This design comes from an exercise in tuning for small area and a short achievable clock period on the open sky130 flow, not from production work.
In this exercise RTL edits were held to simulation tests only and were not proved equivalent to the original.
The flow treats the clock pin as an ideal source, which a real chip does not have.
Power is estimated from default activity; no workload was simulated.

**flow/flow/run.sh**
```bash
#!/bin/bash
# The standard layout (standard.sh, unchanged synthesis) with two changes:
# - the port buffers use sky130_fd_sc_hd__buf_1 (every port still gets one);
# - after clock tree synthesis, flow/skew.tcl delays the clock of the output
#   registers m and ov whose data paths are long, by a short chain of clock
#   delay cells (useful skew for the register-to-register path through the
#   multiplier); flow/skew_cells.txt sets the chains.
export BUFFER_PORTS_ARGS="-buffer_cell sky130_fd_sc_hd__buf_1"
export POST_CTS_TCL="$PWD/flow/skew.tcl"
export SKEW_FILE="$PWD/flow/skew_cells.txt"
bash standard.sh > standard.log 2>&1
```
**flow/flow/skew.tcl**
```tcl
set f [open $::env(SKEW_FILE)]
set lines [split [string trim [read $f]] "\n"]
close $f
set max_slack [lindex $lines 0]
set tiers [lrange $lines 1 end]
set_propagated_clock [all_clocks]
estimate_parasitics -placement
set groups [dict create]
foreach c [all_registers -cells] {
  set name [get_full_name $c]
  if {![regexp {^(m\[[0-9]+\]|ov)\$} $name]} { continue }
  set d [get_pins $name/D]
  set smax [get_property $d slack_max]
  set smin [get_property $d slack_min]
  set tier -1
  if {$smax < $max_slack} {
    for {set t 0} {$t < [llength $tiers]} {incr t} {
      if {$smin > [lindex [lindex $tiers $t] 0]} { set tier $t; break }
    }
  }
  puts "skew: $name setup slack $smax hold slack $smin tier $tier"
  if {$tier < 0} { continue }
  set net [get_full_name [get_nets -of_objects [get_pins $name/CLK]]]
  dict lappend groups "$net $tier" "$name/CLK"
}
set k 0
dict for {key pins} $groups {
  lassign $key netname tier
  puts "skew: net $netname tier $tier drives [llength $pins] output registers"
  set cur $netname
  foreach cell [split [lindex [lindex $tiers $tier] 1] ","] {
    insert_buffer -buffer_cell $cell -net [get_nets $cur] -load_pins [get_pins $pins] -buffer_name "skew_buf_$k"
    incr k
    set cur [get_full_name [get_nets -of_objects [get_pins [lindex $pins 0]]]]
  }
}
detailed_placement
check_placement -verbose
estimate_parasitics -placement
report_clock_skew
report_checks -path_delay max -digits 3
report_checks -path_delay min -digits 3
```
**flow/flow/skew_cells.txt**
```
8.3
1.0 sky130_fd_sc_hd__clkdlybuf4s50_1,sky130_fd_sc_hd__clkdlybuf4s18_1,sky130_fd_sc_hd__clkbuf_4
0.8 sky130_fd_sc_hd__clkdlybuf4s50_1,sky130_fd_sc_hd__clkbuf_4
```
**flow/standard.sh**
```bash
#!/bin/bash
# synth_recipe.tcl (not shown) runs the flow's synth.tcl, then flattens the netlist and writes it again
# the make line also repeats each setting of config.mk as NAME=value (left out here)
make -C /OpenROAD-flow-scripts/flow DESIGN_CONFIG=/design/flow/config.mk WORK_HOME=/design/flow/orfs CLKGATE_MAP_FILE= SYNTH_SCRIPT=/design/flow/synth_recipe.tcl "${@:-finish}"
```
**flow/config.mk**
```make
export PLATFORM = sky130hd
export DESIGN_NAME = booth_mul_top
export DESIGN_NICKNAME = booth_mul_top
export VERILOG_FILES = /design/flow/design.v
export SDC_FILE = /design/flow/constraint.sdc
export NUM_CORES = 4
export LEC_CHECK = 0
export ABC_AREA = 1
export CAP_MARGIN = 20
export CORE_MARGIN = 2
export CORE_UTILIZATION = 50
export HOLD_SLACK_MARGIN = 0.05
export SLEW_MARGIN = 80
export SYNTH_HIERARCHICAL = 1
export SYNTH_MINIMUM_KEEP_SIZE = 0
```
**flow/constraint.sdc**
```tcl
create_clock -name core_clock -period 12.2 [get_ports {clk}]
set_input_delay 2.4400 -clock core_clock [delete_from_list [all_inputs] [get_ports {clk}]]
set_output_delay 2.4400 -clock core_clock [all_outputs]
set_load 0.01 [all_outputs]
```
**flow/design.v**
```verilog
module booth_mul_top(clk, A, B, m, ov);
	input clk;
	input [15:0] A, B;
	output reg [30:0] m;
	output reg ov;
	reg [15:0] a_q, b_q;
	wire [30:0] m_w;
	wire ov_w;
	BoothMUL mul(.A(a_q), .B(b_q), .m(m_w), .ov(ov_w));
	always @(posedge clk) begin
		a_q <= A;
		b_q <= B;
		m <= m_w;
		ov <= ov_w;
	end
endmodule

module FA(a, b, c, cout, sum);
	input a, b, c;
	output cout, sum;
	assign {cout, sum} = a + b + c;
endmodule
module HA(a, b, cout, sum);
	input a, b;
	output cout, sum;
	assign {cout, sum} = a + b;
endmodule
module BoothMUL(A, B, m, ov);
	input [15:0] A, B;
	output [30:0] m;
	output ov;
	wire s1;
	wire c2;
	wire s3;
	wire c4;
	wire s5;
	wire c6;
	wire s7;
	wire c8;
	wire s9;
	wire c10;
	wire s11;
	wire c12;
	wire s13;
	wire c14;
	wire s15;
	wire c16;
	wire s17;
	wire c18;
	wire s19;
	wire c20;
	wire s21;
	wire c22;
	wire s23;
	wire c24;
	wire s25;
	wire c26;
	wire s27;
	wire c28;
	wire s29;
	wire c30;
	wire s31;
	wire c32;
	wire s33;
	wire c34;
	wire s35;
	wire c36;
	wire s37;
	wire c38;
	wire s39;
	wire c40;
	wire s41;
	wire c42;
	wire s43;
	wire c44;
	wire s45;
	wire c46;
	wire s47;
	wire c48;
	wire s49;
	wire c50;
	wire s51;
	wire c52;
	wire s53;
	wire c54;
	wire s55;
	wire c56;
	wire s57;
	wire c58;
	wire s59;
	wire c60;
	wire s61;
	wire c62;
	wire s63;
	wire c64;
	wire s65;
	wire c66;
	wire s67;
	wire c68;
	wire s69;
	wire c70;
	wire s71;
	wire c72;
	wire s73;
	wire c74;
	wire s75;
	wire c76;
	wire s77;
	wire c78;
	wire s79;
	wire c80;
	wire s81;
	wire c82;
	wire s83;
	wire c84;
	wire s85;
	wire c86;
	wire s87;
	wire c88;
	wire s89;
	wire c90;
	wire s91;
	wire c92;
	wire s93;
	wire c94;
	wire s95;
	wire c96;
	wire s97;
	wire c98;
	wire s99;
	wire c100;
	wire s101;
	wire c102;
	wire s103;
	wire c104;
	wire s105;
	wire c106;
	wire s107;
	wire c108;
	wire s109;
	wire c110;
	wire s111;
	wire c112;
	wire s113;
	wire c114;
	wire s115;
	wire c116;
	wire s117;
	wire c118;
	wire s119;
	wire c120;
	wire s121;
	wire c122;
	wire s123;
	wire c124;
	wire s125;
	wire c126;
	wire s127;
	wire c128;
	wire s129;
	wire c130;
	wire s131;
	wire c132;
	wire s133;
	wire c134;
	wire s135;
	wire c136;
	wire s137;
	wire c138;
	wire s139;
	wire c140;
	wire s141;
	wire c142;
	wire s143;
	wire c144;
	wire s145;
	wire c146;
	wire s147;
	wire c148;
	wire s149;
	wire c150;
	wire s151;
	wire c152;
	wire s153;
	wire c154;
	wire s155;
	wire c156;
	wire s157;
	wire c158;
	wire s159;
	wire c160;
	wire s161;
	wire c162;
	wire s163;
	wire c164;
	wire s165;
	wire c166;
	wire s167;
	wire c168;
	wire s169;
	wire c170;
	wire s171;
	wire c172;
	wire s173;
	wire c174;
	wire s175;
	wire c176;
	wire s177;
	wire c178;
	wire s179;
	wire c180;
	wire s181;
	wire c182;
	wire s183;
	wire c184;
	wire s185;
	wire c186;
	wire s187;
	wire c188;
	wire s189;
	wire c190;
	wire s191;
	wire c192;
	wire s193;
	wire c194;
	wire s195;
	wire c196;
	wire s197;
	wire c198;
	wire s199;
	wire c200;
	wire s201;
	wire c202;
	wire s203;
	wire c204;
	wire s205;
	wire c206;
	wire s207;
	wire c208;
	wire s209;
	wire c210;
	wire s211;
	wire c212;
	wire s213;
	wire c214;
	wire s215;
	wire c216;
	wire s217;
	wire c218;
	wire s219;
	wire c220;
	wire s221;
	wire c222;
	wire s223;
	wire c224;
	wire neg0 = B[1];
	wire one0 = B[0] ^ 1'b0;
	wire two0 = (B[1] & ~B[0] & ~1'b0) | (~B[1] & B[0] & 1'b0);
	wire pp0_0 = ((one0 & A[0]) | (two0 & 1'b0)) ^ neg0;
	wire pp0_1 = ((one0 & A[1]) | (two0 & A[0])) ^ neg0;
	wire pp0_2 = ((one0 & A[2]) | (two0 & A[1])) ^ neg0;
	wire pp0_3 = ((one0 & A[3]) | (two0 & A[2])) ^ neg0;
	wire pp0_4 = ((one0 & A[4]) | (two0 & A[3])) ^ neg0;
	wire pp0_5 = ((one0 & A[5]) | (two0 & A[4])) ^ neg0;
	wire pp0_6 = ((one0 & A[6]) | (two0 & A[5])) ^ neg0;
	wire pp0_7 = ((one0 & A[7]) | (two0 & A[6])) ^ neg0;
	wire pp0_8 = ((one0 & A[8]) | (two0 & A[7])) ^ neg0;
	wire pp0_9 = ((one0 & A[9]) | (two0 & A[8])) ^ neg0;
	wire pp0_10 = ((one0 & A[10]) | (two0 & A[9])) ^ neg0;
	wire pp0_11 = ((one0 & A[11]) | (two0 & A[10])) ^ neg0;
	wire pp0_12 = ((one0 & A[12]) | (two0 & A[11])) ^ neg0;
	wire pp0_13 = ((one0 & A[13]) | (two0 & A[12])) ^ neg0;
	wire pp0_14 = ((one0 & A[14]) | (two0 & A[13])) ^ neg0;
	wire pp0_15 = ((one0 & A[15]) | (two0 & A[14])) ^ neg0;
	wire pp0_16 = ~(((one0 & A[15]) | (two0 & A[15])) ^ neg0);
	wire neg1 = B[3];
	wire one1 = B[2] ^ B[1];
	wire two1 = (B[3] & ~B[2] & ~B[1]) | (~B[3] & B[2] & B[1]);
	wire pp1_0 = ((one1 & A[0]) | (two1 & 1'b0)) ^ neg1;
	wire pp1_1 = ((one1 & A[1]) | (two1 & A[0])) ^ neg1;
	wire pp1_2 = ((one1 & A[2]) | (two1 & A[1])) ^ neg1;
	wire pp1_3 = ((one1 & A[3]) | (two1 & A[2])) ^ neg1;
	wire pp1_4 = ((one1 & A[4]) | (two1 & A[3])) ^ neg1;
	wire pp1_5 = ((one1 & A[5]) | (two1 & A[4])) ^ neg1;
	wire pp1_6 = ((one1 & A[6]) | (two1 & A[5])) ^ neg1;
	wire pp1_7 = ((one1 & A[7]) | (two1 & A[6])) ^ neg1;
	wire pp1_8 = ((one1 & A[8]) | (two1 & A[7])) ^ neg1;
	wire pp1_9 = ((one1 & A[9]) | (two1 & A[8])) ^ neg1;
	wire pp1_10 = ((one1 & A[10]) | (two1 & A[9])) ^ neg1;
	wire pp1_11 = ((one1 & A[11]) | (two1 & A[10])) ^ neg1;
	wire pp1_12 = ((one1 & A[12]) | (two1 & A[11])) ^ neg1;
	wire pp1_13 = ((one1 & A[13]) | (two1 & A[12])) ^ neg1;
	wire pp1_14 = ((one1 & A[14]) | (two1 & A[13])) ^ neg1;
	wire pp1_15 = ((one1 & A[15]) | (two1 & A[14])) ^ neg1;
	wire pp1_16 = ~(((one1 & A[15]) | (two1 & A[15])) ^ neg1);
	wire neg2 = B[5];
	wire one2 = B[4] ^ B[3];
	wire two2 = (B[5] & ~B[4] & ~B[3]) | (~B[5] & B[4] & B[3]);
	wire pp2_0 = ((one2 & A[0]) | (two2 & 1'b0)) ^ neg2;
	wire pp2_1 = ((one2 & A[1]) | (two2 & A[0])) ^ neg2;
	wire pp2_2 = ((one2 & A[2]) | (two2 & A[1])) ^ neg2;
	wire pp2_3 = ((one2 & A[3]) | (two2 & A[2])) ^ neg2;
	wire pp2_4 = ((one2 & A[4]) | (two2 & A[3])) ^ neg2;
	wire pp2_5 = ((one2 & A[5]) | (two2 & A[4])) ^ neg2;
	wire pp2_6 = ((one2 & A[6]) | (two2 & A[5])) ^ neg2;
	wire pp2_7 = ((one2 & A[7]) | (two2 & A[6])) ^ neg2;
	wire pp2_8 = ((one2 & A[8]) | (two2 & A[7])) ^ neg2;
	wire pp2_9 = ((one2 & A[9]) | (two2 & A[8])) ^ neg2;
	wire pp2_10 = ((one2 & A[10]) | (two2 & A[9])) ^ neg2;
	wire pp2_11 = ((one2 & A[11]) | (two2 & A[10])) ^ neg2;
	wire pp2_12 = ((one2 & A[12]) | (two2 & A[11])) ^ neg2;
	wire pp2_13 = ((one2 & A[13]) | (two2 & A[12])) ^ neg2;
	wire pp2_14 = ((one2 & A[14]) | (two2 & A[13])) ^ neg2;
	wire pp2_15 = ((one2 & A[15]) | (two2 & A[14])) ^ neg2;
	wire pp2_16 = ~(((one2 & A[15]) | (two2 & A[15])) ^ neg2);
	wire neg3 = B[7];
	wire one3 = B[6] ^ B[5];
	wire two3 = (B[7] & ~B[6] & ~B[5]) | (~B[7] & B[6] & B[5]);
	wire pp3_0 = ((one3 & A[0]) | (two3 & 1'b0)) ^ neg3;
	wire pp3_1 = ((one3 & A[1]) | (two3 & A[0])) ^ neg3;
	wire pp3_2 = ((one3 & A[2]) | (two3 & A[1])) ^ neg3;
	wire pp3_3 = ((one3 & A[3]) | (two3 & A[2])) ^ neg3;
	wire pp3_4 = ((one3 & A[4]) | (two3 & A[3])) ^ neg3;
	wire pp3_5 = ((one3 & A[5]) | (two3 & A[4])) ^ neg3;
	wire pp3_6 = ((one3 & A[6]) | (two3 & A[5])) ^ neg3;
	wire pp3_7 = ((one3 & A[7]) | (two3 & A[6])) ^ neg3;
	wire pp3_8 = ((one3 & A[8]) | (two3 & A[7])) ^ neg3;
	wire pp3_9 = ((one3 & A[9]) | (two3 & A[8])) ^ neg3;
	wire pp3_10 = ((one3 & A[10]) | (two3 & A[9])) ^ neg3;
	wire pp3_11 = ((one3 & A[11]) | (two3 & A[10])) ^ neg3;
	wire pp3_12 = ((one3 & A[12]) | (two3 & A[11])) ^ neg3;
	wire pp3_13 = ((one3 & A[13]) | (two3 & A[12])) ^ neg3;
	wire pp3_14 = ((one3 & A[14]) | (two3 & A[13])) ^ neg3;
	wire pp3_15 = ((one3 & A[15]) | (two3 & A[14])) ^ neg3;
	wire pp3_16 = ~(((one3 & A[15]) | (two3 & A[15])) ^ neg3);
	wire neg4 = B[9];
	wire one4 = B[8] ^ B[7];
	wire two4 = (B[9] & ~B[8] & ~B[7]) | (~B[9] & B[8] & B[7]);
	wire pp4_0 = ((one4 & A[0]) | (two4 & 1'b0)) ^ neg4;
	wire pp4_1 = ((one4 & A[1]) | (two4 & A[0])) ^ neg4;
	wire pp4_2 = ((one4 & A[2]) | (two4 & A[1])) ^ neg4;
	wire pp4_3 = ((one4 & A[3]) | (two4 & A[2])) ^ neg4;
	wire pp4_4 = ((one4 & A[4]) | (two4 & A[3])) ^ neg4;
	wire pp4_5 = ((one4 & A[5]) | (two4 & A[4])) ^ neg4;
	wire pp4_6 = ((one4 & A[6]) | (two4 & A[5])) ^ neg4;
	wire pp4_7 = ((one4 & A[7]) | (two4 & A[6])) ^ neg4;
	wire pp4_8 = ((one4 & A[8]) | (two4 & A[7])) ^ neg4;
	wire pp4_9 = ((one4 & A[9]) | (two4 & A[8])) ^ neg4;
	wire pp4_10 = ((one4 & A[10]) | (two4 & A[9])) ^ neg4;
	wire pp4_11 = ((one4 & A[11]) | (two4 & A[10])) ^ neg4;
	wire pp4_12 = ((one4 & A[12]) | (two4 & A[11])) ^ neg4;
	wire pp4_13 = ((one4 & A[13]) | (two4 & A[12])) ^ neg4;
	wire pp4_14 = ((one4 & A[14]) | (two4 & A[13])) ^ neg4;
	wire pp4_15 = ((one4 & A[15]) | (two4 & A[14])) ^ neg4;
	wire pp4_16 = ~(((one4 & A[15]) | (two4 & A[15])) ^ neg4);
	wire neg5 = B[11];
	wire one5 = B[10] ^ B[9];
	wire two5 = (B[11] & ~B[10] & ~B[9]) | (~B[11] & B[10] & B[9]);
	wire pp5_0 = ((one5 & A[0]) | (two5 & 1'b0)) ^ neg5;
	wire pp5_1 = ((one5 & A[1]) | (two5 & A[0])) ^ neg5;
	wire pp5_2 = ((one5 & A[2]) | (two5 & A[1])) ^ neg5;
	wire pp5_3 = ((one5 & A[3]) | (two5 & A[2])) ^ neg5;
	wire pp5_4 = ((one5 & A[4]) | (two5 & A[3])) ^ neg5;
	wire pp5_5 = ((one5 & A[5]) | (two5 & A[4])) ^ neg5;
	wire pp5_6 = ((one5 & A[6]) | (two5 & A[5])) ^ neg5;
	wire pp5_7 = ((one5 & A[7]) | (two5 & A[6])) ^ neg5;
	wire pp5_8 = ((one5 & A[8]) | (two5 & A[7])) ^ neg5;
	wire pp5_9 = ((one5 & A[9]) | (two5 & A[8])) ^ neg5;
	wire pp5_10 = ((one5 & A[10]) | (two5 & A[9])) ^ neg5;
	wire pp5_11 = ((one5 & A[11]) | (two5 & A[10])) ^ neg5;
	wire pp5_12 = ((one5 & A[12]) | (two5 & A[11])) ^ neg5;
	wire pp5_13 = ((one5 & A[13]) | (two5 & A[12])) ^ neg5;
	wire pp5_14 = ((one5 & A[14]) | (two5 & A[13])) ^ neg5;
	wire pp5_15 = ((one5 & A[15]) | (two5 & A[14])) ^ neg5;
	wire pp5_16 = ~(((one5 & A[15]) | (two5 & A[15])) ^ neg5);
	wire neg6 = B[13];
	wire one6 = B[12] ^ B[11];
	wire two6 = (B[13] & ~B[12] & ~B[11]) | (~B[13] & B[12] & B[11]);
	wire pp6_0 = ((one6 & A[0]) | (two6 & 1'b0)) ^ neg6;
	wire pp6_1 = ((one6 & A[1]) | (two6 & A[0])) ^ neg6;
	wire pp6_2 = ((one6 & A[2]) | (two6 & A[1])) ^ neg6;
	wire pp6_3 = ((one6 & A[3]) | (two6 & A[2])) ^ neg6;
	wire pp6_4 = ((one6 & A[4]) | (two6 & A[3])) ^ neg6;
	wire pp6_5 = ((one6 & A[5]) | (two6 & A[4])) ^ neg6;
	wire pp6_6 = ((one6 & A[6]) | (two6 & A[5])) ^ neg6;
	wire pp6_7 = ((one6 & A[7]) | (two6 & A[6])) ^ neg6;
	wire pp6_8 = ((one6 & A[8]) | (two6 & A[7])) ^ neg6;
	wire pp6_9 = ((one6 & A[9]) | (two6 & A[8])) ^ neg6;
	wire pp6_10 = ((one6 & A[10]) | (two6 & A[9])) ^ neg6;
	wire pp6_11 = ((one6 & A[11]) | (two6 & A[10])) ^ neg6;
	wire pp6_12 = ((one6 & A[12]) | (two6 & A[11])) ^ neg6;
	wire pp6_13 = ((one6 & A[13]) | (two6 & A[12])) ^ neg6;
	wire pp6_14 = ((one6 & A[14]) | (two6 & A[13])) ^ neg6;
	wire pp6_15 = ((one6 & A[15]) | (two6 & A[14])) ^ neg6;
	wire pp6_16 = ~(((one6 & A[15]) | (two6 & A[15])) ^ neg6);
	wire neg7 = B[15];
	wire one7 = B[14] ^ B[13];
	wire two7 = (B[15] & ~B[14] & ~B[13]) | (~B[15] & B[14] & B[13]);
	wire pp7_0 = ((one7 & A[0]) | (two7 & 1'b0)) ^ neg7;
	wire pp7_1 = ((one7 & A[1]) | (two7 & A[0])) ^ neg7;
	wire pp7_2 = ((one7 & A[2]) | (two7 & A[1])) ^ neg7;
	wire pp7_3 = ((one7 & A[3]) | (two7 & A[2])) ^ neg7;
	wire pp7_4 = ((one7 & A[4]) | (two7 & A[3])) ^ neg7;
	wire pp7_5 = ((one7 & A[5]) | (two7 & A[4])) ^ neg7;
	wire pp7_6 = ((one7 & A[6]) | (two7 & A[5])) ^ neg7;
	wire pp7_7 = ((one7 & A[7]) | (two7 & A[6])) ^ neg7;
	wire pp7_8 = ((one7 & A[8]) | (two7 & A[7])) ^ neg7;
	wire pp7_9 = ((one7 & A[9]) | (two7 & A[8])) ^ neg7;
	wire pp7_10 = ((one7 & A[10]) | (two7 & A[9])) ^ neg7;
	wire pp7_11 = ((one7 & A[11]) | (two7 & A[10])) ^ neg7;
	wire pp7_12 = ((one7 & A[12]) | (two7 & A[11])) ^ neg7;
	wire pp7_13 = ((one7 & A[13]) | (two7 & A[12])) ^ neg7;
	wire pp7_14 = ((one7 & A[14]) | (two7 & A[13])) ^ neg7;
	wire pp7_15 = ((one7 & A[15]) | (two7 & A[14])) ^ neg7;
	wire pp7_16 = ~(((one7 & A[15]) | (two7 & A[15])) ^ neg7);
	HA ha2(.a(neg5), .b(pp0_10), .cout(c2), .sum(s1));
	HA ha4(.a(pp0_11), .b(pp1_9), .cout(c4), .sum(s3));
	FA fa6(.a(neg6), .b(pp0_12), .c(pp1_10), .cout(c6), .sum(s5));
	HA ha8(.a(pp2_8), .b(pp3_6), .cout(c8), .sum(s7));
	FA fa10(.a(pp0_13), .b(pp1_11), .c(pp2_9), .cout(c10), .sum(s9));
	HA ha12(.a(pp3_7), .b(pp4_5), .cout(c12), .sum(s11));
	FA fa14(.a(neg7), .b(pp0_14), .c(pp1_12), .cout(c14), .sum(s13));
	FA fa16(.a(pp2_10), .b(pp3_8), .c(pp4_6), .cout(c16), .sum(s15));
	HA ha18(.a(pp5_4), .b(pp6_2), .cout(c18), .sum(s17));
	FA fa20(.a(pp0_15), .b(pp1_13), .c(pp2_11), .cout(c20), .sum(s19));
	FA fa22(.a(pp3_9), .b(pp4_7), .c(pp5_5), .cout(c22), .sum(s21));
	HA ha24(.a(pp6_3), .b(pp7_1), .cout(c24), .sum(s23));
	assign s25 = ~(pp0_16 ^ pp1_14);
	assign c26 = pp0_16 | pp1_14;
	FA fa28(.a(pp2_12), .b(pp3_10), .c(pp4_8), .cout(c28), .sum(s27));
	FA fa30(.a(pp5_6), .b(pp6_4), .c(pp7_2), .cout(c30), .sum(s29));
	assign s31 = ~(pp1_15 ^ pp2_13);
	assign c32 = pp1_15 | pp2_13;
	FA fa34(.a(pp3_11), .b(pp4_9), .c(pp5_7), .cout(c34), .sum(s33));
	HA ha36(.a(pp6_5), .b(pp7_3), .cout(c36), .sum(s35));
	FA fa38(.a(pp1_16), .b(pp2_14), .c(pp3_12), .cout(c38), .sum(s37));
	FA fa40(.a(pp4_10), .b(pp5_8), .c(pp6_6), .cout(c40), .sum(s39));
	assign s41 = ~(pp2_15 ^ pp3_13);
	assign c42 = pp2_15 | pp3_13;
	HA ha44(.a(pp4_11), .b(pp5_9), .cout(c44), .sum(s43));
	FA fa46(.a(pp2_16), .b(pp3_14), .c(pp4_12), .cout(c46), .sum(s45));
	assign s47 = ~pp3_15;
	assign c48 = pp3_15;
	HA ha50(.a(neg3), .b(pp0_6), .cout(c50), .sum(s49));
	HA ha52(.a(pp0_7), .b(pp1_5), .cout(c52), .sum(s51));
	FA fa54(.a(neg4), .b(pp0_8), .c(pp1_6), .cout(c54), .sum(s53));
	HA ha56(.a(pp2_4), .b(pp3_2), .cout(c56), .sum(s55));
	FA fa58(.a(pp0_9), .b(pp1_7), .c(pp2_5), .cout(c58), .sum(s57));
	HA ha60(.a(pp3_3), .b(pp4_1), .cout(c60), .sum(s59));
	FA fa62(.a(pp1_8), .b(pp2_6), .c(pp3_4), .cout(c62), .sum(s61));
	FA fa64(.a(pp4_2), .b(pp5_0), .c(s1), .cout(c64), .sum(s63));
	FA fa66(.a(pp2_7), .b(pp3_5), .c(pp4_3), .cout(c66), .sum(s65));
	FA fa68(.a(pp5_1), .b(c2), .c(s3), .cout(c68), .sum(s67));
	FA fa70(.a(pp4_4), .b(pp5_2), .c(pp6_0), .cout(c70), .sum(s69));
	FA fa72(.a(c4), .b(s7), .c(s5), .cout(c72), .sum(s71));
	FA fa74(.a(pp5_3), .b(pp6_1), .c(c8), .cout(c74), .sum(s73));
	FA fa76(.a(s11), .b(c6), .c(s9), .cout(c76), .sum(s75));
	FA fa78(.a(pp7_0), .b(c12), .c(s17), .cout(c78), .sum(s77));
	FA fa80(.a(c10), .b(s13), .c(s15), .cout(c80), .sum(s79));
	FA fa82(.a(c18), .b(s23), .c(c14), .cout(c82), .sum(s81));
	FA fa84(.a(c16), .b(s19), .c(s21), .cout(c84), .sum(s83));
	FA fa86(.a(c24), .b(c20), .c(c22), .cout(c86), .sum(s85));
	FA fa88(.a(s25), .b(s27), .c(s29), .cout(c88), .sum(s87));
	FA fa90(.a(s35), .b(c26), .c(c28), .cout(c90), .sum(s89));
	FA fa92(.a(c30), .b(s31), .c(s33), .cout(c92), .sum(s91));
	FA fa94(.a(pp7_4), .b(c36), .c(c32), .cout(c94), .sum(s93));
	FA fa96(.a(c34), .b(s37), .c(s39), .cout(c96), .sum(s95));
	FA fa98(.a(pp6_7), .b(pp7_5), .c(s43), .cout(c98), .sum(s97));
	FA fa100(.a(c38), .b(c40), .c(s41), .cout(c100), .sum(s99));
	FA fa102(.a(pp5_10), .b(pp6_8), .c(pp7_6), .cout(c102), .sum(s101));
	FA fa104(.a(c44), .b(c42), .c(s45), .cout(c104), .sum(s103));
	FA fa106(.a(pp4_13), .b(pp5_11), .c(pp6_9), .cout(c106), .sum(s105));
	FA fa108(.a(pp7_7), .b(s47), .c(c46), .cout(c108), .sum(s107));
	FA fa110(.a(pp3_16), .b(pp4_14), .c(pp5_12), .cout(c110), .sum(s109));
	FA fa112(.a(pp6_10), .b(pp7_8), .c(c48), .cout(c112), .sum(s111));
	assign s113 = ~(pp4_15 ^ pp5_13);
	assign c114 = pp4_15 | pp5_13;
	HA ha116(.a(pp6_11), .b(pp7_9), .cout(c116), .sum(s115));
	FA fa118(.a(pp4_16), .b(pp5_14), .c(pp6_12), .cout(c118), .sum(s117));
	assign s119 = ~pp5_15;
	assign c120 = pp5_15;
	HA ha122(.a(neg2), .b(pp0_4), .cout(c122), .sum(s121));
	HA ha124(.a(pp0_5), .b(pp1_3), .cout(c124), .sum(s123));
	FA fa126(.a(pp1_4), .b(pp2_2), .c(pp3_0), .cout(c126), .sum(s125));
	FA fa128(.a(pp2_3), .b(pp3_1), .c(c50), .cout(c128), .sum(s127));
	FA fa130(.a(pp4_0), .b(c52), .c(s55), .cout(c130), .sum(s129));
	FA fa132(.a(c56), .b(s59), .c(c54), .cout(c132), .sum(s131));
	FA fa134(.a(c60), .b(c58), .c(s61), .cout(c134), .sum(s133));
	FA fa136(.a(c62), .b(s65), .c(c64), .cout(c136), .sum(s135));
	FA fa138(.a(c66), .b(s69), .c(c68), .cout(c138), .sum(s137));
	FA fa140(.a(c70), .b(s73), .c(c72), .cout(c140), .sum(s139));
	FA fa142(.a(c74), .b(s77), .c(c76), .cout(c142), .sum(s141));
	FA fa144(.a(c78), .b(c80), .c(s81), .cout(c144), .sum(s143));
	FA fa146(.a(c82), .b(c84), .c(s85), .cout(c146), .sum(s145));
	FA fa148(.a(c86), .b(c88), .c(s89), .cout(c148), .sum(s147));
	FA fa150(.a(c90), .b(c92), .c(s93), .cout(c150), .sum(s149));
	FA fa152(.a(s97), .b(c94), .c(c96), .cout(c152), .sum(s151));
	FA fa154(.a(s101), .b(c98), .c(c100), .cout(c154), .sum(s153));
	FA fa156(.a(c102), .b(s105), .c(c104), .cout(c156), .sum(s155));
	FA fa158(.a(c106), .b(s109), .c(s111), .cout(c158), .sum(s157));
	FA fa160(.a(s115), .b(c110), .c(s113), .cout(c160), .sum(s159));
	FA fa162(.a(pp7_10), .b(c116), .c(c114), .cout(c162), .sum(s161));
	FA fa164(.a(pp6_13), .b(pp7_11), .c(s119), .cout(c164), .sum(s163));
	FA fa166(.a(pp5_16), .b(pp6_14), .c(pp7_12), .cout(c166), .sum(s165));
	assign s167 = ~pp6_15;
	assign c168 = pp6_15;
	HA ha170(.a(neg1), .b(pp0_2), .cout(c170), .sum(s169));
	HA ha172(.a(pp0_3), .b(pp1_1), .cout(c172), .sum(s171));
	FA fa174(.a(pp1_2), .b(pp2_0), .c(s121), .cout(c174), .sum(s173));
	FA fa176(.a(pp2_1), .b(c122), .c(s123), .cout(c176), .sum(s175));
	FA fa178(.a(c124), .b(s49), .c(s125), .cout(c178), .sum(s177));
	FA fa180(.a(s51), .b(c126), .c(s127), .cout(c180), .sum(s179));
	FA fa182(.a(s53), .b(c128), .c(s129), .cout(c182), .sum(s181));
	FA fa184(.a(s57), .b(c130), .c(s131), .cout(c184), .sum(s183));
	FA fa186(.a(s63), .b(c132), .c(s133), .cout(c186), .sum(s185));
	FA fa188(.a(s67), .b(c134), .c(s135), .cout(c188), .sum(s187));
	FA fa190(.a(s71), .b(c136), .c(s137), .cout(c190), .sum(s189));
	FA fa192(.a(s75), .b(c138), .c(s139), .cout(c192), .sum(s191));
	FA fa194(.a(s79), .b(c140), .c(s141), .cout(c194), .sum(s193));
	FA fa196(.a(s83), .b(c142), .c(s143), .cout(c196), .sum(s195));
	FA fa198(.a(s87), .b(c144), .c(s145), .cout(c198), .sum(s197));
	FA fa200(.a(s91), .b(c146), .c(s147), .cout(c200), .sum(s199));
	FA fa202(.a(s95), .b(c148), .c(s149), .cout(c202), .sum(s201));
	FA fa204(.a(s99), .b(c150), .c(s151), .cout(c204), .sum(s203));
	FA fa206(.a(s103), .b(c152), .c(s153), .cout(c206), .sum(s205));
	FA fa208(.a(s107), .b(c154), .c(s155), .cout(c208), .sum(s207));
	FA fa210(.a(c108), .b(s157), .c(c156), .cout(c210), .sum(s209));
	FA fa212(.a(c112), .b(s159), .c(c158), .cout(c212), .sum(s211));
	FA fa214(.a(s117), .b(c160), .c(s161), .cout(c214), .sum(s213));
	FA fa216(.a(c118), .b(s163), .c(c162), .cout(c216), .sum(s215));
	FA fa218(.a(c120), .b(s165), .c(c164), .cout(c218), .sum(s217));
	FA fa220(.a(pp7_13), .b(s167), .c(c166), .cout(c220), .sum(s219));
	FA fa222(.a(pp6_16), .b(pp7_14), .c(c168), .cout(c222), .sum(s221));
	assign s223 = ~pp7_15;
	assign c224 = pp7_15;
	wire [31:0] X = {1'b1, pp7_16, s223, s221, s219, s217, c214, s213, s211, s209, c206, c204, c202, c200, c198, c196, c194, c192, c190, c188, c186, c184, c182, c180, c178, c176, c174, c172, c170, pp1_0, pp0_1, neg0};
	wire [31:0] Y = {1'b0, c224, c222, c220, c218, c216, s215, c212, c210, c208, s207, s205, s203, s201, s199, s197, s195, s193, s191, s189, s187, s185, s183, s181, s179, s177, s175, s173, s171, s169, 1'b0, pp0_0};
	wire [31:0] P;
	wire [31:0] g, p;
	HA pg0(.a(X[0]), .b(Y[0]), .cout(g[0]), .sum(p[0]));
	assign g[1] = 1'b0;
	assign p[1] = pp0_1;
	HA pg2(.a(X[2]), .b(Y[2]), .cout(g[2]), .sum(p[2]));
	HA pg3(.a(X[3]), .b(Y[3]), .cout(g[3]), .sum(p[3]));
	HA pg4(.a(X[4]), .b(Y[4]), .cout(g[4]), .sum(p[4]));
	HA pg5(.a(X[5]), .b(Y[5]), .cout(g[5]), .sum(p[5]));
	HA pg6(.a(X[6]), .b(Y[6]), .cout(g[6]), .sum(p[6]));
	HA pg7(.a(X[7]), .b(Y[7]), .cout(g[7]), .sum(p[7]));
	HA pg8(.a(X[8]), .b(Y[8]), .cout(g[8]), .sum(p[8]));
	HA pg9(.a(X[9]), .b(Y[9]), .cout(g[9]), .sum(p[9]));
	HA pg10(.a(X[10]), .b(Y[10]), .cout(g[10]), .sum(p[10]));
	HA pg11(.a(X[11]), .b(Y[11]), .cout(g[11]), .sum(p[11]));
	HA pg12(.a(X[12]), .b(Y[12]), .cout(g[12]), .sum(p[12]));
	HA pg13(.a(X[13]), .b(Y[13]), .cout(g[13]), .sum(p[13]));
	HA pg14(.a(X[14]), .b(Y[14]), .cout(g[14]), .sum(p[14]));
	HA pg15(.a(X[15]), .b(Y[15]), .cout(g[15]), .sum(p[15]));
	HA pg16(.a(X[16]), .b(Y[16]), .cout(g[16]), .sum(p[16]));
	HA pg17(.a(X[17]), .b(Y[17]), .cout(g[17]), .sum(p[17]));
	HA pg18(.a(X[18]), .b(Y[18]), .cout(g[18]), .sum(p[18]));
	HA pg19(.a(X[19]), .b(Y[19]), .cout(g[19]), .sum(p[19]));
	HA pg20(.a(X[20]), .b(Y[20]), .cout(g[20]), .sum(p[20]));
	HA pg21(.a(X[21]), .b(Y[21]), .cout(g[21]), .sum(p[21]));
	HA pg22(.a(X[22]), .b(Y[22]), .cout(g[22]), .sum(p[22]));
	HA pg23(.a(X[23]), .b(Y[23]), .cout(g[23]), .sum(p[23]));
	HA pg24(.a(X[24]), .b(Y[24]), .cout(g[24]), .sum(p[24]));
	HA pg25(.a(X[25]), .b(Y[25]), .cout(g[25]), .sum(p[25]));
	HA pg26(.a(X[26]), .b(Y[26]), .cout(g[26]), .sum(p[26]));
	HA pg27(.a(X[27]), .b(Y[27]), .cout(g[27]), .sum(p[27]));
	HA pg28(.a(X[28]), .b(Y[28]), .cout(g[28]), .sum(p[28]));
	HA pg29(.a(X[29]), .b(Y[29]), .cout(g[29]), .sum(p[29]));
	HA pg30(.a(X[30]), .b(Y[30]), .cout(g[30]), .sum(p[30]));
	assign g[31] = 1'b0;
	assign p[31] = ~1'b0;
	assign G225 = g[1] | (p[1] & g[0]);
	assign Pq226 = p[1] & p[0];
	assign G227 = g[3] | (p[3] & g[2]);
	assign Pq228 = p[3] & p[2];
	assign G229 = g[5] | (p[5] & g[4]);
	assign Pq230 = p[5] & p[4];
	assign G231 = g[7] | (p[7] & g[6]);
	assign Pq232 = p[7] & p[6];
	assign G233 = g[9] | (p[9] & g[8]);
	assign Pq234 = p[9] & p[8];
	assign G235 = g[11] | (p[11] & g[10]);
	assign Pq236 = p[11] & p[10];
	assign G237 = g[13] | (p[13] & g[12]);
	assign Pq238 = p[13] & p[12];
	assign G239 = g[15] | (p[15] & g[14]);
	assign Pq240 = p[15] & p[14];
	assign G241 = g[17] | (p[17] & g[16]);
	assign Pq242 = p[17] & p[16];
	assign G243 = g[19] | (p[19] & g[18]);
	assign Pq244 = p[19] & p[18];
	assign G245 = g[21] | (p[21] & g[20]);
	assign Pq246 = p[21] & p[20];
	assign G247 = g[23] | (p[23] & g[22]);
	assign Pq248 = p[23] & p[22];
	assign G249 = g[25] | (p[25] & g[24]);
	assign Pq250 = p[25] & p[24];
	assign G251 = g[27] | (p[27] & g[26]);
	assign Pq252 = p[27] & p[26];
	assign G253 = g[29] | (p[29] & g[28]);
	assign Pq254 = p[29] & p[28];
	assign G255 = g[31] | (p[31] & g[30]);
	assign Pq256 = p[31] & p[30];
	assign G257 = g[2] | (p[2] & G225);
	assign Pq258 = p[2] & Pq226;
	assign G259 = G227 | (Pq228 & G225);
	assign Pq260 = Pq228 & Pq226;
	assign G261 = g[6] | (p[6] & G229);
	assign Pq262 = p[6] & Pq230;
	assign G263 = G231 | (Pq232 & G229);
	assign Pq264 = Pq232 & Pq230;
	assign G265 = g[10] | (p[10] & G233);
	assign Pq266 = p[10] & Pq234;
	assign G267 = G235 | (Pq236 & G233);
	assign Pq268 = Pq236 & Pq234;
	assign G269 = g[14] | (p[14] & G237);
	assign Pq270 = p[14] & Pq238;
	assign G271 = G239 | (Pq240 & G237);
	assign Pq272 = Pq240 & Pq238;
	assign G273 = g[18] | (p[18] & G241);
	assign Pq274 = p[18] & Pq242;
	assign G275 = G243 | (Pq244 & G241);
	assign Pq276 = Pq244 & Pq242;
	assign G277 = g[22] | (p[22] & G245);
	assign Pq278 = p[22] & Pq246;
	assign G279 = G247 | (Pq248 & G245);
	assign Pq280 = Pq248 & Pq246;
	assign G281 = g[26] | (p[26] & G249);
	assign Pq282 = p[26] & Pq250;
	assign G283 = G251 | (Pq252 & G249);
	assign Pq284 = Pq252 & Pq250;
	assign G285 = g[30] | (p[30] & G253);
	assign Pq286 = p[30] & Pq254;
	assign G287 = G255 | (Pq256 & G253);
	assign Pq288 = Pq256 & Pq254;
	assign G289 = g[4] | (p[4] & G259);
	assign Pq290 = p[4] & Pq260;
	assign G291 = G229 | (Pq230 & G259);
	assign Pq292 = Pq230 & Pq260;
	assign G293 = G261 | (Pq262 & G259);
	assign Pq294 = Pq262 & Pq260;
	assign G295 = G263 | (Pq264 & G259);
	assign Pq296 = Pq264 & Pq260;
	assign G297 = g[12] | (p[12] & G267);
	assign Pq298 = p[12] & Pq268;
	assign G299 = G237 | (Pq238 & G267);
	assign Pq300 = Pq238 & Pq268;
	assign G301 = G269 | (Pq270 & G267);
	assign Pq302 = Pq270 & Pq268;
	assign G303 = G271 | (Pq272 & G267);
	assign Pq304 = Pq272 & Pq268;
	assign G305 = g[20] | (p[20] & G275);
	assign Pq306 = p[20] & Pq276;
	assign G307 = G245 | (Pq246 & G275);
	assign Pq308 = Pq246 & Pq276;
	assign G309 = G277 | (Pq278 & G275);
	assign Pq310 = Pq278 & Pq276;
	assign G311 = G279 | (Pq280 & G275);
	assign Pq312 = Pq280 & Pq276;
	assign G313 = g[28] | (p[28] & G283);
	assign Pq314 = p[28] & Pq284;
	assign G315 = G253 | (Pq254 & G283);
	assign Pq316 = Pq254 & Pq284;
	assign G317 = G285 | (Pq286 & G283);
	assign Pq318 = Pq286 & Pq284;
	assign G319 = G287 | (Pq288 & G283);
	assign Pq320 = Pq288 & Pq284;
	assign G321 = g[8] | (p[8] & G295);
	assign Pq322 = p[8] & Pq296;
	assign G323 = G233 | (Pq234 & G295);
	assign Pq324 = Pq234 & Pq296;
	assign G325 = G265 | (Pq266 & G295);
	assign Pq326 = Pq266 & Pq296;
	assign G327 = G267 | (Pq268 & G295);
	assign Pq328 = Pq268 & Pq296;
	assign G329 = G297 | (Pq298 & G295);
	assign Pq330 = Pq298 & Pq296;
	assign G331 = G299 | (Pq300 & G295);
	assign Pq332 = Pq300 & Pq296;
	assign G333 = G301 | (Pq302 & G295);
	assign Pq334 = Pq302 & Pq296;
	assign G335 = G303 | (Pq304 & G295);
	assign Pq336 = Pq304 & Pq296;
	assign G337 = g[24] | (p[24] & G311);
	assign Pq338 = p[24] & Pq312;
	assign G339 = G249 | (Pq250 & G311);
	assign Pq340 = Pq250 & Pq312;
	assign G341 = G281 | (Pq282 & G311);
	assign Pq342 = Pq282 & Pq312;
	assign G343 = G283 | (Pq284 & G311);
	assign Pq344 = Pq284 & Pq312;
	assign G345 = G313 | (Pq314 & G311);
	assign Pq346 = Pq314 & Pq312;
	assign G347 = G315 | (Pq316 & G311);
	assign Pq348 = Pq316 & Pq312;
	assign G349 = G317 | (Pq318 & G311);
	assign Pq350 = Pq318 & Pq312;
	assign G351 = G319 | (Pq320 & G311);
	assign Pq352 = Pq320 & Pq312;
	assign G353 = g[16] | (p[16] & G335);
	assign Pq354 = p[16] & Pq336;
	assign G355 = G241 | (Pq242 & G335);
	assign Pq356 = Pq242 & Pq336;
	assign G357 = G273 | (Pq274 & G335);
	assign Pq358 = Pq274 & Pq336;
	assign G359 = G275 | (Pq276 & G335);
	assign Pq360 = Pq276 & Pq336;
	assign G361 = G305 | (Pq306 & G335);
	assign Pq362 = Pq306 & Pq336;
	assign G363 = G307 | (Pq308 & G335);
	assign Pq364 = Pq308 & Pq336;
	assign G365 = G309 | (Pq310 & G335);
	assign Pq366 = Pq310 & Pq336;
	assign G367 = G311 | (Pq312 & G335);
	assign Pq368 = Pq312 & Pq336;
	assign G369 = G337 | (Pq338 & G335);
	assign Pq370 = Pq338 & Pq336;
	assign G371 = G339 | (Pq340 & G335);
	assign Pq372 = Pq340 & Pq336;
	assign G373 = G341 | (Pq342 & G335);
	assign Pq374 = Pq342 & Pq336;
	assign G375 = G343 | (Pq344 & G335);
	assign Pq376 = Pq344 & Pq336;
	assign G377 = G345 | (Pq346 & G335);
	assign Pq378 = Pq346 & Pq336;
	assign G379 = G347 | (Pq348 & G335);
	assign Pq380 = Pq348 & Pq336;
	assign G381 = G349 | (Pq350 & G335);
	assign Pq382 = Pq350 & Pq336;
	assign G383 = G351 | (Pq352 & G335);
	assign Pq384 = Pq352 & Pq336;
	assign P[0] = p[0];
	assign P[1] = p[1] ^ g[0];
	assign P[2] = p[2] ^ G225;
	assign P[3] = p[3] ^ G257;
	assign P[4] = p[4] ^ G259;
	assign P[5] = p[5] ^ G289;
	assign P[6] = p[6] ^ G291;
	assign P[7] = p[7] ^ G293;
	assign P[8] = p[8] ^ G295;
	assign P[9] = p[9] ^ G321;
	assign P[10] = p[10] ^ G323;
	assign P[11] = p[11] ^ G325;
	assign P[12] = p[12] ^ G327;
	assign P[13] = p[13] ^ G329;
	assign P[14] = p[14] ^ G331;
	assign P[15] = p[15] ^ G333;
	assign P[16] = p[16] ^ G335;
	assign P[17] = p[17] ^ G353;
	assign P[18] = p[18] ^ G355;
	assign P[19] = p[19] ^ G357;
	assign P[20] = p[20] ^ G359;
	assign P[21] = p[21] ^ G361;
	assign P[22] = p[22] ^ G363;
	assign P[23] = p[23] ^ G365;
	assign P[24] = p[24] ^ G367;
	assign P[25] = p[25] ^ G369;
	assign P[26] = p[26] ^ G371;
	assign P[27] = p[27] ^ G373;
	assign P[28] = p[28] ^ G375;
	assign P[29] = p[29] ^ G377;
	assign P[30] = p[30] ^ G379;
	assign P[31] = p[31] ^ G381;
	assign m = P[30:0];
	assign ov = ~P[31];
endmodule
```
==> results.toml, run 1 <==
[pwr]
share_seq_of_total_power = 0.111
power_switching_mw = 1.499
power.share.switching = 0.5094
static_leakage_nw = 3.970
design_power_total_mw = 2.942
p_per_area_mw_per_mm2 = 339.9
clkPwrFrac = 0.123
p_int_mw = 1.444
comb_power_share = 0.766
vdd.ir_drop.worst_uv = 243.4

[routing]
ant_nets = 0
dr.first_iter.drc_count = 418
met3_wirelength_um = 893
drtPass1Iterations = 5
drt_drc_violations_left = 0
finalWirelength_um = 18470
detailed_route_vias_per_instance = 5.646
route.top_layer_used = "met4"
dr_total_vias = 6244
met1Wirelength_um = 7987
met2WireLength_um = 8776
wire_per_inst_um = 16.70

[worst_setup_path]
critical_path_class = "reg -> reg"
worstSetupEndpointType = "flip-flop"
startpoint_type = "flip-flop"
r2r_end = "ov$_DFF_P_"
timing.critical_path.slowest_stage_cell = "sky130_fd_sc_hd__fa_1"
critical_path_required_ns = 13.00
cpPeakStageDelay_ns = 0.53
r2r-start = "b_q[5]$_DFF_P_"
timing.reg2reg.setup_slack_ns = 7.93
critical_path.cell_chain = "buf_6 > nand2_1 > nand2_1 > nand2_4 > o22ai_1 > xor2_1 > fa_1 > fa_1 > fa_1 > fa_1 > ha_1 > nand2_1 > nand2_1 > nand2_1 > nand2_1 > nand2_1 > nand2_1 > inv_1 > nand2_1 > nand2_1 > nand2_1"
timing.critical_path.fanout_max = 20
crit_path_start = "b_q[5]$_DFF_P_"
cp_common_cell = "sky130_fd_sc_hd__nand2_1"
timing.critical_path.arrival_ns = 5.07
ff2ff_path_depth = 21
timing.critical_path.to = "ov$_DFF_P_"

[synthesis]
synth.cell_area_sq_mm = 0.007770
synth_top_area_cells = "sky130_fd_sc_hd__fa_1, sky130_fd_sc_hd__dfxtp_1, sky130_fd_sc_hd__xor2_1, sky130_fd_sc_hd__ha_1, sky130_fd_sc_hd__nand2_1"
portion_of_the_post_synthesis_area_used_by_sequential_elements = 0.1649
synth.net_count = 1042
synth_cell_types = 29
syn-mean-instance-area_sq_um = 8.972
postSynthRegisterBits = 64
post_synth_inst_count = 866
fraction_of_post_synthesis_cell_area_in_the_top_cell_type_by_area = 0.2242
yosys_warnings = 167
synthDominantAreaCellType = "sky130_fd_sc_hd__fa_1"

[placed_design]
place.port_buffers = 64
placed_area_sq_mm = 0.008138
place_hpwl_um = 13680
finalWeightedCongestion = 0.9026

[min_path]
timing.hold.worst.class = "reg -> reg"
hold_path.startpoint = "a_q[15]$_DFF_P_"

[timing]
slew_headroom = 0.8010
clock-skew-final_ns = 0.8280
fmax_ghz = 0.2344
hold_viol = 0
setup_viol = 0
rsz0062_at_grt = "false"
number_of_max_slew_violations_in_the_final_report = 0
worst_margin_slew_ns = 0.2982
fin_crit_ns = 4.267
final_period_util = 0.3497
finalSetupTns_ns = 0

[clocking]
cts_tree = "built"
cts.clk_slew.worst_paths_ns = 0.09
clock_sinks = 64
clkLatencyLatePin_ns = 1.16

[finish]
area_growth_pct = 11.40
final_layout_size_suffix_gt1_frac = 0.1362
antennaDiodeCount = 0
final_common_cell = "sky130_fd_sc_hd__nand2_1"
mostFrequentLayoutCells = "sky130_fd_sc_hd__nand2_1, sky130_fd_sc_hd__xor2_1, sky130_fd_sc_hd__fa_1"
post-route-cell-area_sq_mm = 0.008656
filler_cell_count = 1405
final_nets = 1089

[grt]
grt_use_total = 0.2354
first_global_vias = 6379
grt_pass1_wl_um = 30660
grt_start_max_net_pins = 22
grt_antenna_before_repair = 0
total_gr_overflow = 0

[floorplanning]
num_rows = 45
io_pins = 65
fp.dieH_um = 128.7
floorplan.initialDensity = 0.5111
fp.coreArea_sq_mm = 0.01520
die_width_um = 128.7
fp.dieArea_sq_mm = 0.01655

[job]
timing.max_cap.violations = 0

[run_status]
run_status = "finished clean"
per-module statistics from Yosys (local to each module, per instance):
module / cells / copies in the design / area [sq um]
FA: 1 / 87 / 20.02
booth_mul_top: 64 / 1 / 1281
HA: 1 / 47 / 12.51
BoothMUL: 668 / 1 / 4159
Yosys cell counts:
| library cell | count |
|---|---|
| sky130_fd_sc_hd__or2_0 | 1 |
| sky130_fd_sc_hd__nand2_2 | 12 |
| sky130_fd_sc_hd__nand2_1 | 143 |
| sky130_fd_sc_hd__a21o_1 | 2 |
| sky130_fd_sc_hd__clkbuf_1 | 6 |
| sky130_fd_sc_hd__nand3_1 | 21 |
| sky130_fd_sc_hd__a21oi_1 | 26 |
| sky130_fd_sc_hd__and2_1 | 1 |
| sky130_fd_sc_hd__a31oi_1 | 7 |
| sky130_fd_sc_hd__inv_1 | 82 |
| sky130_fd_sc_hd__o21ai_0 | 2 |
| sky130_fd_sc_hd__buf_2 | 18 |
| sky130_fd_sc_hd__a21boi_0 | 2 |
| sky130_fd_sc_hd__nor3_1 | 4 |
| sky130_fd_sc_hd__xor2_1 | 132 |
| sky130_fd_sc_hd__o22ai_1 | 77 |
| sky130_fd_sc_hd__o22ai_2 | 42 |
| sky130_fd_sc_hd__or2_1 | 3 |
| sky130_fd_sc_hd__nor2_1 | 37 |
| sky130_fd_sc_hd__dfxtp_1 | 64 |
| sky130_fd_sc_hd__buf_4 | 6 |
| sky130_fd_sc_hd__fa_1 | 87 |
| sky130_fd_sc_hd__nand2_4 | 5 |
| sky130_fd_sc_hd__buf_1 | 9 |
| sky130_fd_sc_hd__or2_4 | 4 |
| sky130_fd_sc_hd__inv_2 | 1 |
| sky130_fd_sc_hd__ha_1 | 56 |
| sky130_fd_sc_hd__buf_6 | 11 |
| sky130_fd_sc_hd__xnor2_1 | 5 |
per-layer routing:
layer	vias up	global-route usage
li1	2941	-
met4	0	0.1151
met3	49	0.04532
met5	-	0
met2	202	0.3906
met1	3052	0.2952
logic make-up after synthesis:
group,count (synthesis),share of synthesized area
fa+ha+maj,143,0.3143
compound gates,158,0.1572
simple gates,231,0.1285
flops,64,0.1649
xor+xnor,137,0.1544
buf+inv,133,0.08068
state kept, by name (all words and copies together) (netlist names):
signal	count
a_q	16
b_q	16
ov	1
m	31
critical path: cells and delay by family, from the launching register on:
kind                       cells  cell delay (ns)
adders and majority gates      5             2.20
AOI/OAI and AO/OA              1             0.19
DFF                            1             0.32
xor gates and xnor gates       1             0.22
and+or+nand+nor               12             1.41
buffers and inverters          2             0.37
area by class of cell, without the clock buffers:
cell class / count / area [sq um] / share of cell area
clock inverters: 7 / 102.6 / 0.01185
inverters: 83 / 350.3 / 0.04047
multi-input cells: 669 / 5992 / 0.6923
flip-flops and latches: 64 / 1292 / 0.1493
well taps: 188 / 235.2 / 0.02718
repair buffers: 72 / 330.3 / 0.03816
how the worst min path moves through the flow:
stage | slack (ns) | cells past startpoint | to
after detailed placement | 0.73 | 3 | m[0]$_DFF_P_
after floorplan | 0.57 | 2 | m[0]$_DFF_P_
after global routing | 0.31 | 4 | m[30]$_DFF_P_
after global placement | 0.68 | 3 | m[0]$_DFF_P_
final | 0.24 | 4 | m[30]$_DFF_P_
power groups by stage:
stage	logic [mW]	clock network (mW)	registers, mW
3_5_place_dp	2.25	0	0.331
3_3_place_gp	2.19	0	0.329
2_1_floorplan	1.80	0	0.357
6_report	2.25	0.363	0.326
5_1_grt	2.64	0.385	0.332
stage by stage:
| step | worst slack, ns | hold slack (ns) | util | cells |
|---|---|---|---|---|
| after floorplan | 7.786 | 0.5681 | - | 866 |
| after global placement | 6.744 | 0.6759 | 0.5246 | 1074 |
| after detailed placement | 7.352 | 0.7253 | 0.5353 | 1076 |
| after global routing | 7.656 | 0.3108 | 0.5694 | 1106 |
| final | 7.933 | 0.2386 | 0.5694 | 1106 |
==> run 2: changes to the inputs <==
==> flow/flow/skew_cells.txt (replaced) <==
8.3
1.1 sky130_fd_sc_hd__clkdlybuf4s50_1,sky130_fd_sc_hd__clkdlybuf4s25_1,sky130_fd_sc_hd__clkbuf_4
0.8 sky130_fd_sc_hd__clkdlybuf4s50_1,sky130_fd_sc_hd__clkbuf_4
==> results.toml, run 2 <==
[run_status]
run_status = "finished clean"

[clocking]
cts.clk_slew.worst_paths_ns = 0.08
cts_tree = "built"
clock_sinks = 64
clkLatencyLatePin_ns = 1.21

[finish]
final_common_cell = "sky130_fd_sc_hd__nand2_1"
final_layout_size_suffix_gt1_frac = 0.1362
post-route-util = 0.5694
mostFrequentLayoutCells = "sky130_fd_sc_hd__nand2_1, sky130_fd_sc_hd__xor2_1, sky130_fd_sc_hd__fa_1"
post-route-cell-area_sq_mm = 0.008656
post_layout_cell_count = 1106
multi_input_comb_area_sq_mm = 0.005992
final_nets = 1089
layout_top_registers = "m: 31 flops, a_q: 16 flops, b_q: 16 flops"
antennaDiodeCount = 0
regMostFlops = "m"
area_growth_pct = 11.40
largest_register_ffs = 31
layout.area.seq_sq_mm = 0.001292
filler_cell_count = 1400

[worst_setup_path]
path_delay_family = "adder cells"
cpPeakStageDelay_ns = 0.53
cp.buffers_inverters = 1
critical_path_required_ns = 13.01
critical_path.cell_chain = "buf_6 > nand2_1 > nand2_1 > nand2_4 > o22ai_1 > xor2_1 > fa_1 > fa_1 > fa_1 > fa_1 > ha_1 > nand2_1 > nand2_1 > nand2_1 > nand2_1 > nand2_1 > nand2_1 > a21oi_1 > nand2_1 > nand2_1 > nand2_1"
cp_common_cell = "sky130_fd_sc_hd__nand2_1"
timing.critical_path.slowest_stage_cell = "sky130_fd_sc_hd__fa_1"
critical_path_class = "reg -> reg"
r2r_end = "m[30]$_DFF_P_"
r2r-start = "b_q[5]$_DFF_P_"
timing.critical_path.arrival_ns = 5.16
timing.reg2reg.setup_slack_ns = 7.86
timing.critical_path.fanout_max = 20
worstSetupEndpointType = "flip-flop"
startpoint_type = "flip-flop"
ff2ff_path_depth = 21

[floorplanning]
floorplan.initialDensity = 0.5111
num_rows = 45
die_width_um = 128.7
fp.dieH_um = 128.7
fp.coreArea_sq_mm = 0.01520
io_pins = 65
fp.dieArea_sq_mm = 0.01655

[synthesis]
yosys_warnings = 167
netlist_top_cells_count = "sky130_fd_sc_hd__nand2_1, sky130_fd_sc_hd__xor2_1, sky130_fd_sc_hd__fa_1"
synth_ff_type = "sky130_fd_sc_hd__dfxtp_1"
synth_cell_types = 29
synthDominantAreaCellType = "sky130_fd_sc_hd__fa_1"
syn-mean-instance-area_sq_um = 8.972
portion_of_the_post_synthesis_area_used_by_sequential_elements = 0.1649
post_synth_inst_count = 866
yosysMostFrequentCell = "sky130_fd_sc_hd__nand2_1"
synth_edf_count = 0
fraction_of_post_synthesis_cell_area_in_the_top_cell_type_by_area = 0.2242
synth.cell_area_sq_mm = 0.007770
synth.net_count = 1042
async_reset_ff_frac = 0
postSynthRegisterBits = 64
synth_top_area_cells = "sky130_fd_sc_hd__fa_1, sky130_fd_sc_hd__dfxtp_1, sky130_fd_sc_hd__xor2_1, sky130_fd_sc_hd__ha_1, sky130_fd_sc_hd__nand2_1"

[grt]
total_gr_overflow = 0
grt_pass1_wl_um = 30710
grt_antenna_before_repair = 0
first_global_vias = 6423
grt_use_total = 0.2359
grt_start_max_net_pins = 22

[routing]
ant_nets = 0
met1Wirelength_um = 7994
met2WireLength_um = 8708
dr.first_iter.drc_count = 447
detailed_route_vias_per_instance = 5.624
drtPass1Iterations = 5
drt_drc_violations_left = 0
dr_total_vias = 6220
met3_wirelength_um = 949
route.top_layer_used = "met4"
finalWirelength_um = 18460
wire_per_inst_um = 16.69

[timing]
rsz0062_at_grt = "false"
fmax_ghz = 0.2302
worst_margin_slew_ns = 0.3051
setup_viol = 0
hold_viol = 0
finalSetupTns_ns = 0
fin_crit_ns = 4.344
final_period_util = 0.3561
slew_headroom = 0.7959
clock-skew-final_ns = 0.8778
number_of_max_slew_violations_in_the_final_report = 0

[placed_design]
place_inst = 1076
placed_area_sq_mm = 0.008138
place.port_buffers = 64
place_hpwl_um = 13680
finalWeightedCongestion = 0.9026

[min_path]
hold_path.startpoint = "a_q[15]$_DFF_P_"
worstHoldPathCells = 5
timing.hold.worst_endpoint = "m[29]$_DFF_P_"
timing.hold.worst.class = "reg -> reg"

[pwr]
design_power_total_mw = 2.948
static_leakage_nw = 3.968
vdd.ir_drop.worst_uv = 243.7
p_per_area_mw_per_mm2 = 340.6

[job]
timing.max_cap.violations = 0
-- run 2: cell counts after synthesis --
Identical to the previous run, type by type.
-- run 2: worst max path at each step --
stage / start / end / slack [ns] / cells after the start
final: b_q[5]$_DFF_P_ / m[30]$_DFF_P_ / 7.86 / 21
after global routing: b_q[5]$_DFF_P_ / m[30]$_DFF_P_ / 7.55 / 21
after detailed placement: b_q[1]$_DFF_P_ / m[17]$_DFF_P_ / 7.35 / 20
after global placement: b_q[3]$_DFF_P_ / m[17]$_DFF_P_ / 6.74 / 18
after floorplan: b_q[5]$_DFF_P_ / m[17]$_DFF_P_ / 7.79 / 22
-- run 2: area by class of cell, without the clock buffers --
| type | instances | share of cell area |
|---|---|---|
| clock inverters | 7 | 0.01185 |
| inverters | 83 | 0.04047 |
| multi-input cells | 669 | 0.6923 |
| flip-flops and latches | 64 | 0.1493 |
| well taps | 188 | 0.02718 |
| repair buffers | 72 | 0.03816 |
-- run 2: modules after synthesis, one instance, submodules excluded --
module,copies in the design,flip-flops and latches,cells,cell area [sq um]
HA,47,0,1,12.51
booth_mul_top,1,64,64,1281
FA,87,0,1,20.02
BoothMUL,1,0,668,4159
-- run 2: cells by family after synthesis --
group | share of synthesized area
fa+ha+maj | 0.3143
compound gates | 0.1572
flops | 0.1649
simple gates | 0.1285
xor+xnor | 0.1544
buf+inv | 0.08068
-- run 2: per-stage QoR --
step                      hold WS [ns]  setup slack, ns
final                           0.3633            7.856
after global routing            0.4088            7.549
after detailed placement        0.7253            7.352
after global placement          0.6759            6.744
after floorplan                 0.5681            7.786
-- run 2: power breakdown --
| group | switching, mW | leakage (nW) | internal, mW | total, mW |
|---|---|---|---|---|
| clock network | 0.120 | 0.214 | 0.244 | 0.364 |
| registers | 0.0180 | 0.541 | 0.308 | 0.326 |
| logic | 1.37 | 3.21 | 0.893 | 2.26 |
-- run 2: worst register-to-register path: stages, from the launching register on --
cell,delay (ns)
sky130_fd_sc_hd__dfxtp_1,0.32
sky130_fd_sc_hd__buf_6,0.24
sky130_fd_sc_hd__nand2_1,0.22
sky130_fd_sc_hd__nand2_1,0.16
sky130_fd_sc_hd__nand2_4,0.19
sky130_fd_sc_hd__o22ai_1,0.20
sky130_fd_sc_hd__xor2_1,0.22
sky130_fd_sc_hd__fa_1,0.49
sky130_fd_sc_hd__fa_1,0.43
sky130_fd_sc_hd__fa_1,0.53
sky130_fd_sc_hd__fa_1,0.41
sky130_fd_sc_hd__ha_1,0.32
sky130_fd_sc_hd__nand2_1,0.10
sky130_fd_sc_hd__nand2_1,0.08
sky130_fd_sc_hd__nand2_1,0.09
sky130_fd_sc_hd__nand2_1,0.14
sky130_fd_sc_hd__nand2_1,0.10
sky130_fd_sc_hd__nand2_1,0.16
sky130_fd_sc_hd__a21oi_1,0.23
sky130_fd_sc_hd__nand2_1,0.07
sky130_fd_sc_hd__nand2_1,0.07
sky130_fd_sc_hd__nand2_1,0.05
-- run 2: per-layer routing --
layer | vias up | global-route usage
met5 | - | 0
met4 | 0 | 0.1157
met3 | 52 | 0.04491
met2 | 200 | 0.3922
met1 | 3024 | 0.2952
li1 | 2944 | -
==> run 3: changes to the inputs <==
==> flow/flow/skew_cells.txt (replaced) <==
8.3
0.9 sky130_fd_sc_hd__clkdlybuf4s50_1,sky130_fd_sc_hd__clkdlybuf4s18_1,sky130_fd_sc_hd__clkbuf_4
==> results.toml, run 3 <==
[run_status]
run_status = "finished clean"

[synthesis]
yosysMostFrequentCell = "sky130_fd_sc_hd__nand2_1"
post_synth_inst_count = 866
synth_cell_types = 29
netlist_top_cells_count = "sky130_fd_sc_hd__nand2_1, sky130_fd_sc_hd__xor2_1, sky130_fd_sc_hd__fa_1"
yosys_warnings = 167
synth_ff_type = "sky130_fd_sc_hd__dfxtp_1"
synth.net_count = 1042
syn-mean-instance-area_sq_um = 8.972
fraction_of_post_synthesis_cell_area_in_the_top_cell_type_by_area = 0.2242
synth.cell_area_sq_mm = 0.007770
async_reset_ff_frac = 0
synthDominantAreaCellType = "sky130_fd_sc_hd__fa_1"
synth_edf_count = 0
portion_of_the_post_synthesis_area_used_by_sequential_elements = 0.1649
postSynthRegisterBits = 64
synth_top_area_cells = "sky130_fd_sc_hd__fa_1, sky130_fd_sc_hd__dfxtp_1, sky130_fd_sc_hd__xor2_1, sky130_fd_sc_hd__ha_1, sky130_fd_sc_hd__nand2_1"

[timing]
number_of_max_slew_violations_in_the_final_report = 0
postLayoutSetupSlackWorst_ns = 8.084
worst_margin_slew_ns = 0.3006
slew_headroom = 0.7996
rsz0062_at_grt = "false"
fmax_ghz = 0.2429
fin_crit_ns = 4.116
finalSetupTns_ns = 0
final_period_util = 0.3374
clock-skew-final_ns = 0.8271
hold_viol = 0
setup_viol = 0

[floorplanning]
fp.dieH_um = 128.7
io_pins = 65
fp.coreArea_sq_mm = 0.01520
floorplan.initialDensity = 0.5111
die_width_um = 128.7
fp.dieArea_sq_mm = 0.01655
num_rows = 45

[routing]
detailed_route_vias_per_instance = 5.640
wire_per_inst_um = 16.65
drtPass1Iterations = 5
dr_total_vias = 6227
drt_drc_violations_left = 0
finalWirelength_um = 18380
dr.first_iter.drc_count = 491
ant_nets = 0

[finish]
final_nets = 1087
regMostFlops = "m"
largest_register_ffs = 31
antennaDiodeCount = 0
mostFrequentLayoutCells = "sky130_fd_sc_hd__nand2_1, sky130_fd_sc_hd__xor2_1, sky130_fd_sc_hd__fa_1"
final_layout_size_suffix_gt1_frac = 0.1354
filler_cell_count = 1403
post-route-cell-area_sq_mm = 0.008638
layout_top_registers = "m: 31 flops, a_q: 16 flops, b_q: 16 flops"
area_growth_pct = 11.18
post_layout_cell_count = 1104
final_common_cell = "sky130_fd_sc_hd__nand2_1"

[min_path]
worstHoldPathCells = 4
timing.hold.worst.class = "reg -> reg"

[pwr]
p_int_mw = 1.434
power.share.switching = 0.5103
p_per_area_mw_per_mm2 = 339.0
share_seq_of_total_power = 0.111
design_power_total_mw = 2.929
comb_power_share = 0.769
static_leakage_nw = 3.961
clkPwrFrac = 0.120
power_switching_mw = 1.495
vdd.ir_drop.worst_uv = 243.2

[worst_setup_path]
cpPeakStageDelay_ns = 0.55
critical_path_required_ns = 13.27
worstSetupEndpointType = "flip-flop"
critical_path_class = "reg -> reg"
startpoint_type = "flip-flop"
critical_path.cell_chain = "buf_6 > nand2_1 > nand2_1 > nand2_4 > o22ai_1 > xor2_1 > fa_1 > fa_1 > fa_1 > fa_1 > ha_1 > nand2_1 > inv_1 > nand2_1 > nand2_1 > a21oi_1 > nand2_4 > ha_1 > nor2_1 > xnor2_1"
timing.critical_path.slowest_stage_cell = "sky130_fd_sc_hd__fa_1"
timing.critical_path.arrival_ns = 5.19
cp_common_cell = "sky130_fd_sc_hd__nand2_1"
timing.critical_path.fanout_max = 20
ff2ff_path_depth = 20
path_delay_family = "adder cells"
cp.depth = 20
cp.buffers_inverters = 2

[placed_design]
place_inst = 1076
place_hpwl_um = 13680
finalWeightedCongestion = 0.9026
placed_area_sq_mm = 0.008138
place.port_buffers = 64
preCtsSetupSlack_ns = 7.352

[grt]
grt_start_max_net_pins = 22
total_gr_overflow = 0
grt_pass1_wl_um = 30640
first_global_vias = 6377
grt_antenna_before_repair = 0
grt_use_total = 0.2353

[clocking]
clock_sinks = 64
clkLatencyLatePin_ns = 1.16
cts_tree = "built"
cts.clk_slew.worst_paths_ns = 0.10

[job]
timing.max_cap.violations = 0
## run 3: area by class of cell, without the clock buffers
class                           count  area, sq um  area share
Timing Repair Buffer               72        330.3     0.03824
Inverter                           83        350.3     0.04056
Multi-Input combinational cell    669         5992      0.6937
Clock inverter                      7        102.6     0.01188
Sequential cell                    64         1292      0.1496
Tap cell                          188        235.2     0.02723
## run 3: through the flow
| step | utilization | hold slack (ns) |
|---|---|---|
| floorplan | - | 0.5681 |
| global placement | 0.5246 | 0.6759 |
| detailed placement | 0.5353 | 0.7253 |
| global route | 0.5682 | 0.1841 |
| finish | 0.5682 | 0.1351 |
## run 3: kinds of logic after synthesis
kind of cell | Yosys count | share of synthesized area
flops | 64 | 0.1649
simple gates | 231 | 0.1285
compound gates | 158 | 0.1572
xor+xnor | 137 | 0.1544
buf+inv | 133 | 0.08068
fa+ha+maj | 143 | 0.3143
## run 3: path summary, 6_finish.rpt
check / start / slack [ns] / endpoint
hold reg to reg: a_q[15]$_DFF_P_ / 0.14 / ov$_DFF_P_
setup / recovery: b_q[1]$_DFF_P_ / 8.08 / m[17]$_DFF_P_
setup reg to reg: b_q[1]$_DFF_P_ / 8.08 / m[17]$_DFF_P_
hold / removal: a_q[15]$_DFF_P_ / 0.14 / ov$_DFF_P_
## run 3: worst min-delay path: cells and delay by family (launching register included)
family	cells	cell delay [ns]
DFF	1	0.41
and+or+nand+nor	1	0.05
adders and majority gates	1	0.18
AOI/OAI and AO/OA	2	0.29
## run 3: power by group through the flow
| stage | Sequential (mW) | Clock (mW) | Combinational [mW] |
|---|---|---|---|
| floorplan | 0.357 | 0 | 1.80 |
| global placement | 0.329 | 0 | 2.19 |
| detailed placement | 0.331 | 0 | 2.25 |
| global route | 0.331 | 0.373 | 2.64 |
| finish | 0.326 | 0.352 | 2.25 |
## run 3: routing by layer
layer	GRT usage	vias to the layer above	wire length (um)	share of wire
met5	0	-	0	0
met3	0.04449	51	925	0.050
met2	0.3909	212	8758	0.48
met1	0.2949	3025	7910	0.43
met4	0.1151	0	788	0.043
li1	-	2939	-	-
## run 3: modules after synthesis, one instance, submodules excluded
| module | copies in the design | area, sq um | flops+latches | cells inside |
|---|---|---|---|---|
| FA | 87 | 20.02 | 0 | 1 |
| booth_mul_top | 1 | 1281 | 64 | 64 |
| BoothMUL | 1 | 4159 | 0 | 668 |
| HA | 47 | 12.51 | 0 | 1 |

[static timing again, ports no longer ideal]
In the flow no input, the clock included, has a driving cell. The finished layouts below were timed again as built, in two steps. Step 1 (the two cells are an assumption about what drives the block):
set clk [get_ports {clk}]
set_driving_cell -lib_cell sky130_fd_sc_hd__clkbuf_16 $clk
set_driving_cell -lib_cell sky130_fd_sc_hd__buf_2 [delete_from_list [all_inputs] $clk]
Step 2, shift: input delay + t, output delay - t, t = (earliest + latest rising clock arrival at the registers) / 2. This alone moves slack from input paths to output paths. Three values: no drivers, after step 1, after step 2; two values: the first two.
| run | shift t [ns] | setup slack, ns | worst hold slack (ns) | latest minus earliest clock arrival (ns) |
|---|---|---|---|---|
| run 1 | 0.787 | 7.933 / 7.933 / 7.933 | 0.239 / 0.239 / 0.239 | 0.828 / 0.828 |
| run 2 | 0.813 | 7.856 / 7.856 / 7.856 | 0.363 / 0.363 / 0.363 | 0.878 / 0.878 |
| run 3 | 0.788 | 8.084 / 8.079 / 8.084 | 0.135 / 0.135 / 0.135 | 0.827 / 0.827 |
Clock arrivals are far apart in every run listed, so t is only a midpoint there and step 2 fits no single register.
